What follows belongs to an exercise in optimizing a design on an open flow for small area; a production flow would make more cautious choices.
The RTL was checked by simulation tests, not by an equivalence proof against the original design.
The clock port is modelled as an ideal driver; clocking choices that lean on that would not hold on a real chip.
Power figures rest on the tool's default switching activity, not on a simulated workload.

== job 7000 ==
==> flow/design.v (excerpt) <==
module tri_mode_mac (
  input  logic        clk,
  input  logic        reset,
  output logic [7:0]  rx_tdata,
  output logic        rx_tvalid,
  output logic        rx_tuser,
  output logic        rx_tlast,
  input  logic [7:0]  tx_tdata,
  input  logic        tx_tvalid,
  output logic        tx_tready,
  input  logic        tx_tuser,
  input  logic        tx_tlast,
  input  logic [1:0]  speed_mode,
  input  logic        mac_address_filter,
  input  logic [47:0] mac_address,
  input  logic        rx_clk_enable,
  output logic        tx_clk_enable,
  output logic [7:0]  gmii_txd,
  output logic        gmii_txen,
  output logic        gmii_txer,
  input  logic [7:0]  gmii_rxd,
  input  logic        gmii_rxdv,
  input  logic        gmii_rxer,
  output logic        mdc_o,
  input  logic        mdio_i,
  output logic        mdio_o,
  output logic        mdio_oe,
  input  logic        mdio_access_request,
  input  logic [1:0]  mdio_access_type,
  input  logic [4:0]  mdio_dev_type,
  input  logic [4:0]  mdio_phy_address,
  input  logic [15:0] mdio_write_data,
  output logic [15:0] mdio_read_data,
  output logic        mdio_access_complete,
  output logic        mdio_busy
  );
  logic [3:0] cnt_u;
  logic [2:0] cnt_t;
  logic       cnt_h;
  logic       u_last, t_last;
  assign u_last = cnt_u[3] & cnt_u[0];           
  assign t_last = cnt_t[2];                      
  always_ff @(posedge clk) begin
    if (reset) begin
      cnt_u <= 4'd0;
      cnt_t <= 3'd0;
      cnt_h <= 1'b0;
    end else begin
      cnt_u <= u_last ? 4'd0 : cnt_u + 4'd1;
      if (u_last) begin
        cnt_t <= t_last ? 3'd0 : cnt_t + 3'd1;
        if (t_last) cnt_h <= ~cnt_h;
      end
    end
  end
  ethernet_mac_top ethernet_mac_top_inst (
    .clk                (clk),
    .reset              (reset),
    .rx_tdata           (rx_tdata),
    .rx_tvalid          (rx_tvalid),
    .rx_tuser           (rx_tuser),
  ...
For scale: about 830 cells after synthesis, ~170 flip-flops, ~8000 sq um of cells after synthesis.
export LEC_CHECK = 0
export CAP_MARGIN = 20
export CORE_MARGIN = 2
export CORE_UTILIZATION = 60
export SLEW_MARGIN = 20
create_clock -name core_clock -period 8.0 [get_ports {clk}]
standard.sh (not shown) runs the stock make flow with config.mk's settings and CLKGATE_MAP_FILE= SYNTH_SCRIPT=/design/flow/synth_recipe.tcl, a recipe that flattens the netlist after the stock synthesis.
==> flow/flow/run.sh <==
#!/bin/bash
# ORFS layout with three changes from the standard one:
#  - synthesis is the standard synthesis script, except that ABC maps the
#    logic with an area-oriented script (flow/area.abc, &deepsyn), and the
#    adders (counters) are left to ABC instead of half-adder cells. It is run
#    with eight random seeds, four at a time, and the smallest result is kept. The flip-flops
#    are mapped before ABC runs, so they are the standard synthesis's;
#  - port buffers use the smallest buffer cell;
#  - the clock tree uses small clock buffers and no dummy loads.
set -euo pipefail
WORK=$PWD
FLOW=$WORK/flow
SEEDS="1 2 3 4 5 6 7 8"

# synthesis script: ORFS's synth.tcl with ABC's script replaced
for s in $SEEDS; do
  sed "s/@SEED@/$s/" "$FLOW/area.abc" > "$WORK/area_$s.abc"
  sed '/^source .*synth_preamble.tcl/a set abc_args [lreplace $abc_args 1 1 '"$WORK/area_$s.abc"']' \
    "$FLOW_HOME/scripts/synth.tcl" > "$WORK/area_synth_$s.tcl"
  grep -q "area_$s.abc" "$WORK/area_synth_$s.tcl"
  { echo 'set ::env(ADDER_MAP_FILE) ""'
    sed "s#\$::env(SCRIPTS_DIR)/synth.tcl#$WORK/area_synth_$s.tcl#" "$WORK/synth_recipe.tcl"; } > "$WORK/area_synth_recipe_$s.tcl"
  grep -q "area_synth_$s.tcl" "$WORK/area_synth_recipe_$s.tcl"
done

n=0
for s in $SEEDS; do
  make -C "$FLOW_HOME" DESIGN_CONFIG="$WORK/config.mk" WORK_HOME="$WORK/orfs_seed$s" CLKGATE_MAP_FILE= \
    SYNTH_SCRIPT="$WORK/area_synth_recipe_$s.tcl" synth > "synth_seed$s.log" 2>&1 &
  n=$((n + 1))
  if (( n % 4 == 0 )); then wait; fi
done
wait

best=""; best_area=""
for s in $SEEDS; do
  stat="$WORK/orfs_seed$s/reports/$FLOW_PLATFORM/tri_mode_mac/base/synth_stat.txt"
  [[ -f "$WORK/orfs_seed$s/results/$FLOW_PLATFORM/tri_mode_mac/base/1_synth.odb" && -f "$stat" ]] || continue
  area=$(sed -nE "s/.*Chip area for module .*: ([0-9.]+).*/\1/p" "$stat" | head -1)
  echo "seed $s: synthesized area $area" | tee -a synth_choice.log
  if [[ -z "$best" ]] || awk -v a="$area" -v b="$best_area" 'BEGIN { exit !(a < b) }'; then
    best=$s; best_area=$area
  fi
done
[[ -n "$best" ]]
echo "kept seed $best" | tee -a synth_choice.log
mv "$WORK/orfs_seed$best" "$WORK/orfs"

export BUFFER_PORTS_ARGS="-buffer_cell sky130_fd_sc_hd__buf_1"
export CTS_ARGS="-sink_clustering_enable -repair_clock_nets -dont_use_dummy_load -buf_list {sky130_fd_sc_hd__clkbuf_4 sky130_fd_sc_hd__clkbuf_8}"
bash standard.sh > flow.log 2>&1
==> flow/flow/area.abc <==
&get -n
&st
&deepsyn -T 30 -S @SEED@
&nf -R 1000 -p
&put
topo
dnsize -c
Looking at the reports, job 7000 completed the entire flow and the layout it produced met the timing, DRC and antenna checks.
Setup changes, job 7000 to job 1822
Settings: swapping 60 for 65 in CORE_UTILIZATION.
diff --git a/flow/flow/run.sh b/flow/flow/run.sh
--- a/flow/flow/run.sh
+++ b/flow/flow/run.sh
@@ -5,6 +5,7 @@
 #    adders (counters) are left to ABC instead of half-adder cells. It is run
-#    with eight random seeds, four at a time, and the smallest result is kept. The flip-flops
+#    with twelve random seeds, four at a time, and the smallest result is kept. The flip-flops
 #    are mapped before ABC runs, so they are the standard synthesis's;
 #  - port buffers use the smallest buffer cell;
-#  - the clock tree uses small clock buffers and no dummy loads.
+#  - the clock tree uses small clock buffers and no dummy loads; after CTS,
+#    flow/post_cts.tcl upsizes the clock buffers whose loads see a slow edge.
 set -euo pipefail
@@ -12,3 +13,3 @@
 FLOW=$WORK/flow
-SEEDS="1 2 3 4 5 6 7 8"
+SEEDS="1 2 3 4 5 6 7 8 9 10 11 12"
 
@@ -49,3 +50,4 @@
 export BUFFER_PORTS_ARGS="-buffer_cell sky130_fd_sc_hd__buf_1"
-export CTS_ARGS="-sink_clustering_enable -repair_clock_nets -dont_use_dummy_load -buf_list {sky130_fd_sc_hd__clkbuf_4 sky130_fd_sc_hd__clkbuf_8}"
+export CTS_ARGS="-sink_clustering_enable -repair_clock_nets -dont_use_dummy_load -root_buf sky130_fd_sc_hd__clkbuf_8 -buf_list {sky130_fd_sc_hd__clkbuf_4}"
+export POST_CTS_TCL="$FLOW/post_cts.tcl"
 bash standard.sh > flow.log 2>&1
==> flow/flow/post_cts.tcl (new file) <==
# Runs at the end of ORFS's CTS step (POST_CTS_TCL). The clock tree is built
# from clkbuf_4 cells; here each clock buffer whose loads would see a clock
# edge slower than the limits below is swapped for a stronger one, the root
# first, and the placement is legalized again.
estimate_parasitics -placement

proc worst_load_slew { name } {
  set worst 0.0
  set net [get_nets -of_objects [get_pins $name/X]]
  foreach p [get_pins -of_objects $net -filter "direction==input"] {
    set s [get_property $p slew_max]
    if { $s > $worst } { set worst $s }
  }
  return $worst
}

set block [ord::get_db_block]
set root {}
set leaves {}
foreach inst [$block getInsts] {
  if { ![string match "sky130_fd_sc_hd__clkbuf_*" [[$inst getMaster] getName]] } { continue }
  set in_net [[$inst findITerm A] getNet]
  if { $in_net ne "NULL" && [$in_net getName] eq "clk" } {
    lappend root $inst
  } else {
    lappend leaves $inst
  }
}

set sizes {sky130_fd_sc_hd__clkbuf_4 sky130_fd_sc_hd__clkbuf_8 sky130_fd_sc_hd__clkbuf_16}
proc upsize { inst limit sizes } {
  set name [$inst getName]
  while { [worst_load_slew $name] > $limit } {
    set m [[$inst getMaster] getName]
    set i [lsearch $sizes $m]
    if { $i < 0 || $i + 1 >= [llength $sizes] } { break }
    set next [lindex $sizes [expr { $i + 1 }]]
    puts "post_cts: $name $m -> $next (load slew [worst_load_slew $name])"
    replace_cell $name $next
    estimate_parasitics -placement
  }
}

foreach inst $root { upsize $inst 0.25 $sizes }
foreach inst $leaves { upsize $inst 0.115 $sizes }

detailed_placement
check_placement -verbose
estimate_parasitics -placement
report_clock_skew
[summary]
The wire length number comes out higher for job 1822 vs job 7000.
| clock period minus final worst setup slack | job 1822 vs job 7000 | better |
Against job 7000 as the reference, job 1822 delivers a lower final cell count.
Comparing job 7000 with job 1822, the fraction of cell area in non-clock buffers came out essentially unchanged.
Compared with job 7000, in job 1822 transition time of the tightest slew-check pin fell 16 ps; hold slack closely matched the old numbers; sum of internal, switching and leakage power down about 3.3%; amount of wire on met2 after detailed routing increased by 1.0% relative to the old numbers.
The higher via count came out of job 1822.
diff inputs: job 1822 => job 2137
Settings: CORE_UTILIZATION changed from 65 to 60.
diff --git a/flow/flow/run.sh b/flow/flow/run.sh
--- a/flow/flow/run.sh
+++ b/flow/flow/run.sh
@@ -5,3 +5,3 @@
 #    adders (counters) are left to ABC instead of half-adder cells. It is run
-#    with twelve random seeds, four at a time, and the smallest result is kept. The flip-flops
+#    with eight random seeds, four at a time, and the smallest result is kept. The flip-flops
 #    are mapped before ABC runs, so they are the standard synthesis's;
@@ -13,3 +13,3 @@
 FLOW=$WORK/flow
-SEEDS="1 2 3 4 5 6 7 8 9 10 11 12"
+SEEDS="1 2 3 4 5 6 7 8"
 
diff --git a/flow/flow/post_cts.tcl b/flow/flow/post_cts.tcl
--- a/flow/flow/post_cts.tcl
+++ b/flow/flow/post_cts.tcl
@@ -43,4 +43,4 @@
 
-foreach inst $root { upsize $inst 0.25 $sizes }
-foreach inst $leaves { upsize $inst 0.115 $sizes }
+foreach inst $root { upsize $inst 0.12 $sizes }
+foreach inst $leaves { upsize $inst 0.10 $sizes }
 
Findings:
Job 1822 → job 2137: setup slack on the worst flop-to-flop path has increased; arrival time of data at the critical path endpoint has remained practically unchanged.
Summary: with job 1822 as the reference, filler cell count in the final layout in job 2137 moved up by more than 10%.
Sort job 1822 and job 2137 by number of global-route vias before repair asc -> top: job 2137
| post-layout minimum cycle time | job 2137 vs job 1822 | worse |
On post-detailed-route wirelength per cell, the lower figure sits with job 2137, not job 1822.
In summary, job 1822 completed successfully, with a layout that passed the timing, DRC and antenna checks.
Job 2137 closes out successfully: all stages finished, all timing, DRC and antenna checks passed.
Met1 global-route usage: job 1822 and job 2137 compared, higher one is job 1822
On hold slack, job 1822 and job 2137 are neck and neck.
The lower smallest setup slack after layout came out of job 2137.
Relative to job 2137, the following input files were edited for job 4856:
Settings: a change of CORE_UTILIZATION from 60 to 65.
diff --git a/flow/flow/run.sh b/flow/flow/run.sh
--- a/flow/flow/run.sh
+++ b/flow/flow/run.sh
@@ -5,7 +5,6 @@
 #    adders (counters) are left to ABC instead of half-adder cells. It is run
-#    with eight random seeds, four at a time, and the smallest result is kept. The flip-flops
+#    with twelve random seeds, four at a time, and the smallest result is kept. The flip-flops
 #    are mapped before ABC runs, so they are the standard synthesis's;
 #  - port buffers use the smallest buffer cell;
-#  - the clock tree uses small clock buffers and no dummy loads; after CTS,
-#    flow/post_cts.tcl upsizes the clock buffers whose loads see a slow edge.
+#  - the clock tree uses small clock buffers and no dummy loads.
 set -euo pipefail
@@ -13,3 +12,3 @@
 FLOW=$WORK/flow
-SEEDS="1 2 3 4 5 6 7 8"
+SEEDS="1 2 3 4 5 6 7 8 9 10 11 12"
 
@@ -50,4 +49,3 @@
 export BUFFER_PORTS_ARGS="-buffer_cell sky130_fd_sc_hd__buf_1"
-export CTS_ARGS="-sink_clustering_enable -repair_clock_nets -dont_use_dummy_load -root_buf sky130_fd_sc_hd__clkbuf_8 -buf_list {sky130_fd_sc_hd__clkbuf_4}"
-export POST_CTS_TCL="$FLOW/post_cts.tcl"
+export CTS_ARGS="-sink_clustering_enable -repair_clock_nets -dont_use_dummy_load -buf_list {sky130_fd_sc_hd__clkbuf_4 sky130_fd_sc_hd__clkbuf_8}"
 bash standard.sh > flow.log 2>&1
removed: flow/flow/post_cts.tcl
## What came out
- Job 2137 → job 4856: area of the placeable core decreased about 8%; number of cells after detailed placement decreased 29.
- Period utilization in job 4856 is 0.97 points lower than in job 2137
- Compared job 4856 against job 2137; cell area within noise.
[inputs] job 4115 vs job 4856
Settings: CORE_UTILIZATION: 65 -> 60.
diff --git a/flow/flow/run.sh b/flow/flow/run.sh
--- a/flow/flow/run.sh
+++ b/flow/flow/run.sh
@@ -5,3 +5,3 @@
 #    adders (counters) are left to ABC instead of half-adder cells. It is run
-#    with twelve random seeds, four at a time, and the smallest result is kept. The flip-flops
+#    with eight random seeds, four at a time, and the smallest result is kept. The flip-flops
 #    are mapped before ABC runs, so they are the standard synthesis's;
@@ -12,3 +12,3 @@
 FLOW=$WORK/flow
-SEEDS="1 2 3 4 5 6 7 8 9 10 11 12"
+SEEDS="1 2 3 4 5 6 7 8"
 
@@ -49,3 +49,3 @@
 export BUFFER_PORTS_ARGS="-buffer_cell sky130_fd_sc_hd__buf_1"
-export CTS_ARGS="-sink_clustering_enable -repair_clock_nets -dont_use_dummy_load -buf_list {sky130_fd_sc_hd__clkbuf_4 sky130_fd_sc_hd__clkbuf_8}"
+export CTS_ARGS="-repair_clock_nets -dont_use_dummy_load -sink_clustering_size 30 -buf_list {sky130_fd_sc_hd__clkbuf_16}"
 bash standard.sh > flow.log 2>&1
## What came out
Job 4115 -> job 4856: reported sequential group power flat. Job 4856 has higher first-iteration DRC count than job 4115. Share of the final layout cell area in multi-input gates for job 4115: 1.1 points down relative to job 4856. Arrival time at the worst endpoint: job 4856 vs job 4115 — no meaningful difference. Changes observed in job 4115 relative to job 4856: effective utilization at floorplan decreased by 5.4 points relative to the old numbers; met2 track utilization from global routing decreased by 3.7 points relative to the old numbers.

========
## north
tri_mode_mac, a different RTL version from the one above (not shown whole).
Size: about 990 cells after synthesis, about 170 flip-flops, about 150 I/O pins, about 9300 um2 of cells after synthesis.
==> flow/design.v (excerpt) <==
module tri_mode_mac (
  input  logic        clk,
  input  logic        reset,
  output logic [7:0]  rx_tdata,
  output logic        rx_tvalid,
  output logic        rx_tuser,
  output logic        rx_tlast,
  input  logic [7:0]  tx_tdata,
  input  logic        tx_tvalid,
  output logic        tx_tready,
  input  logic        tx_tuser,
  input  logic        tx_tlast,
  input  logic [1:0]  speed_mode,
  input  logic        mac_address_filter,
  input  logic [47:0] mac_address,
  input  logic        rx_clk_enable,
  output logic        tx_clk_enable,
  output logic [7:0]  gmii_txd,
  output logic        gmii_txen,
  output logic        gmii_txer,
  input  logic [7:0]  gmii_rxd,
  input  logic        gmii_rxdv,
  input  logic        gmii_rxer,
  output logic        mdc_o,
  input  logic        mdio_i,
  output logic        mdio_o,
  output logic        mdio_oe,
  input  logic        mdio_access_request,
  input  logic [1:0]  mdio_access_type,
  input  logic [4:0]  mdio_dev_type,
  input  logic [4:0]  mdio_phy_address,
  input  logic [15:0] mdio_write_data,
  output logic [15:0] mdio_read_data,
  output logic        mdio_access_complete,
  output logic        mdio_busy
  );
  logic [3:0] cnt_u;
  logic [2:0] cnt_t;
  logic       cnt_h;
  logic       u_last, t_last;
  assign u_last = cnt_u[3] & cnt_u[0];           
  assign t_last = cnt_t[2];                      
  ...
Settings: LEC_CHECK=0, CAP_MARGIN=20, CORE_MARGIN=2, CORE_UTILIZATION=50, SLEW_MARGIN=20; clock period 8.0 ns.
==> flow/flow/run.sh <==
#!/bin/bash
# Standard ORFS layout, with port buffers of the smallest buffer cell and a
# clock tree built from small clock buffers without dummy loads.
set -euo pipefail
export BUFFER_PORTS_ARGS="-buffer_cell sky130_fd_sc_hd__buf_1"
export CTS_ARGS="-sink_clustering_enable -repair_clock_nets -dont_use_dummy_load -buf_list {sky130_fd_sc_hd__clkbuf_4 sky130_fd_sc_hd__clkbuf_8}"
bash standard.sh > flow.log 2>&1
For south, these inputs were changed with respect to north:
diff --git a/flow/flow/run.sh b/flow/flow/run.sh
--- a/flow/flow/run.sh
+++ b/flow/flow/run.sh
@@ -6 +6 @@
-export CTS_ARGS="-sink_clustering_enable -repair_clock_nets -dont_use_dummy_load -buf_list {sky130_fd_sc_hd__clkbuf_4 sky130_fd_sc_hd__clkbuf_8}"
+export CTS_ARGS="-sink_clustering_enable -repair_clock_nets -dont_use_dummy_load -sink_clustering_size 30 -sink_clustering_max_diameter 100 -buf_list {sky130_fd_sc_hd__clkbuf_8 sky130_fd_sc_hd__clkbuf_16}"
--- outcome ---
- Power of the sequential group: north vs south — no meaningful difference
- Relative to north, portion of the layout cell area used by clock cells increased by 1.8 points in south.
- Sort north and south by combinational share of power asc -> top: south
- Delta (south minus north): summed area of non-filler cells in the final layout went up; first-pass iteration count of the detailed router went up; mean routed wirelength per cell did not really move; detailed-routing wirelength on met1 did not really move; synthesis-to-layout area growth went up.
- There was hardly any difference in fmax between north and south.
- The met1 track demand over resource in global routing was comparable across north and south.
- | clock period minus worst slack | north vs south | ≈ equal |
## Diff of input files: east against south
==> flow/flow/run.sh <==
#!/bin/bash
# ORFS layout with three changes from the standard one:
#  - synthesis is the standard synthesis script, except that ABC maps the
#    logic with an area-oriented script (flow/area.abc); the flip-flops are
#    mapped before ABC runs, so they are the standard synthesis's;
#  - port buffers use the smallest buffer cell;
#  - the clock tree uses small clock buffers and no dummy loads.
set -euo pipefail
WORK=$PWD
FLOW=$WORK/flow

# synthesis script: ORFS's synth.tcl with ABC's script replaced
sed '/^source .*synth_preamble.tcl/a set abc_args [lreplace $abc_args 1 1 '"$FLOW"'/area.abc]' \
  "$FLOW_HOME/scripts/synth.tcl" > "$WORK/area_synth.tcl"
grep -q 'area.abc' "$WORK/area_synth.tcl"
sed "s#\$::env(SCRIPTS_DIR)/synth.tcl#$WORK/area_synth.tcl#" "$WORK/synth_recipe.tcl" > "$WORK/area_synth_recipe.tcl"
grep -q 'area_synth.tcl' "$WORK/area_synth_recipe.tcl"

export BUFFER_PORTS_ARGS="-buffer_cell sky130_fd_sc_hd__buf_1"
export CTS_ARGS="-sink_clustering_enable -repair_clock_nets -dont_use_dummy_load -buf_list {sky130_fd_sc_hd__clkbuf_4 sky130_fd_sc_hd__clkbuf_8}"

make -C "$FLOW_HOME" DESIGN_CONFIG="$WORK/config.mk" WORK_HOME="$WORK/orfs" CLKGATE_MAP_FILE= \
  SYNTH_SCRIPT="$WORK/area_synth_recipe.tcl" synth > synth.log 2>&1
bash standard.sh > flow.log 2>&1
==> flow/flow/area.abc (new file) <==
&get -n
&st
&deepsyn -T 60
&nf -R 1000 -p
&put
topo
dnsize -c
Findings:
For east, the slowest library cell on the worst path was sky130_fd_sc_hd__o22ai_1, unlike south, where it was sky130_fd_sc_hd__o2111a_1. From south to east the numbers moved as follows: global-route wire length before repair now sits lower; number of buffers created by CTS now sits at about the same level; inverter count of the layout excluding clock inverters shows no meaningful change. Going from south to east, the overall die area was found to have gone down by about 10%. On east: maximum achievable frequency is 21 MHz lower than what south gave. east vs south: combinational power up in east. The run showing the smaller final area is east. Of the two values seen for critical setup path kind, input port to output port was produced by south and input port to flip-flop by east.

-- static timing again, ports no longer ideal --
The flow's constraints put no driver on any port. The routed layouts listed below were extracted and timed again, unchanged, in two steps.
Step 1 sets driving cells, clkbuf_16 on the clock port and buf_2 on the other inputs (assumed; they add their load-dependent delay and slew).
Step 2 adds t to the input delays and takes it off the output delays; t is the mean of the earliest and latest rising clock arrival at the registers after step 1. Input paths then give back, and output paths get back, about the clock's delay inside the block.
Slacks: ideal ports / drivers / drivers and shift; pairs: ideal ports / drivers.
run	t, ns	setup WS [ns]	worst hold slack (ns)	worst slew at a driven data input, ns	cell pins on the clock port's net
job 7000	0.475	3.850 / 3.864 / 3.389	0.409 / 0.409 / 0.409	0.05	1
job 1822	0.470	3.877 / 3.884 / 3.414	0.410 / 0.410 / 0.410	0.07	1
job 2137	0.405	3.811 / 3.830 / 3.425	0.409 / 0.409 / 0.409	0.05	1
job 4856	0.486	3.888 / 3.893 / 3.407	0.407 / 0.407 / 0.407	0.07	1
job 4115	0.450	3.850 / 3.869 / 3.420	0.405 / 0.405 / 0.405	0.05	1
north	0.487	4.108 / 4.060 / 3.819	0.408 / 0.408 / 0.408	0.07	1
south	0.466	4.107 / 4.060 / 3.798	0.403 / 0.403 / 0.403	0.07	1
east	0.484	3.767 / 3.777 / 3.293	0.404 / 0.404 / 0.404	0.05	1
After both steps setup and hold are still met in every run listed. The setup slack of job 4856, which loses most, moves by +0.005 ns with the drivers and by -0.481 ns with both steps.
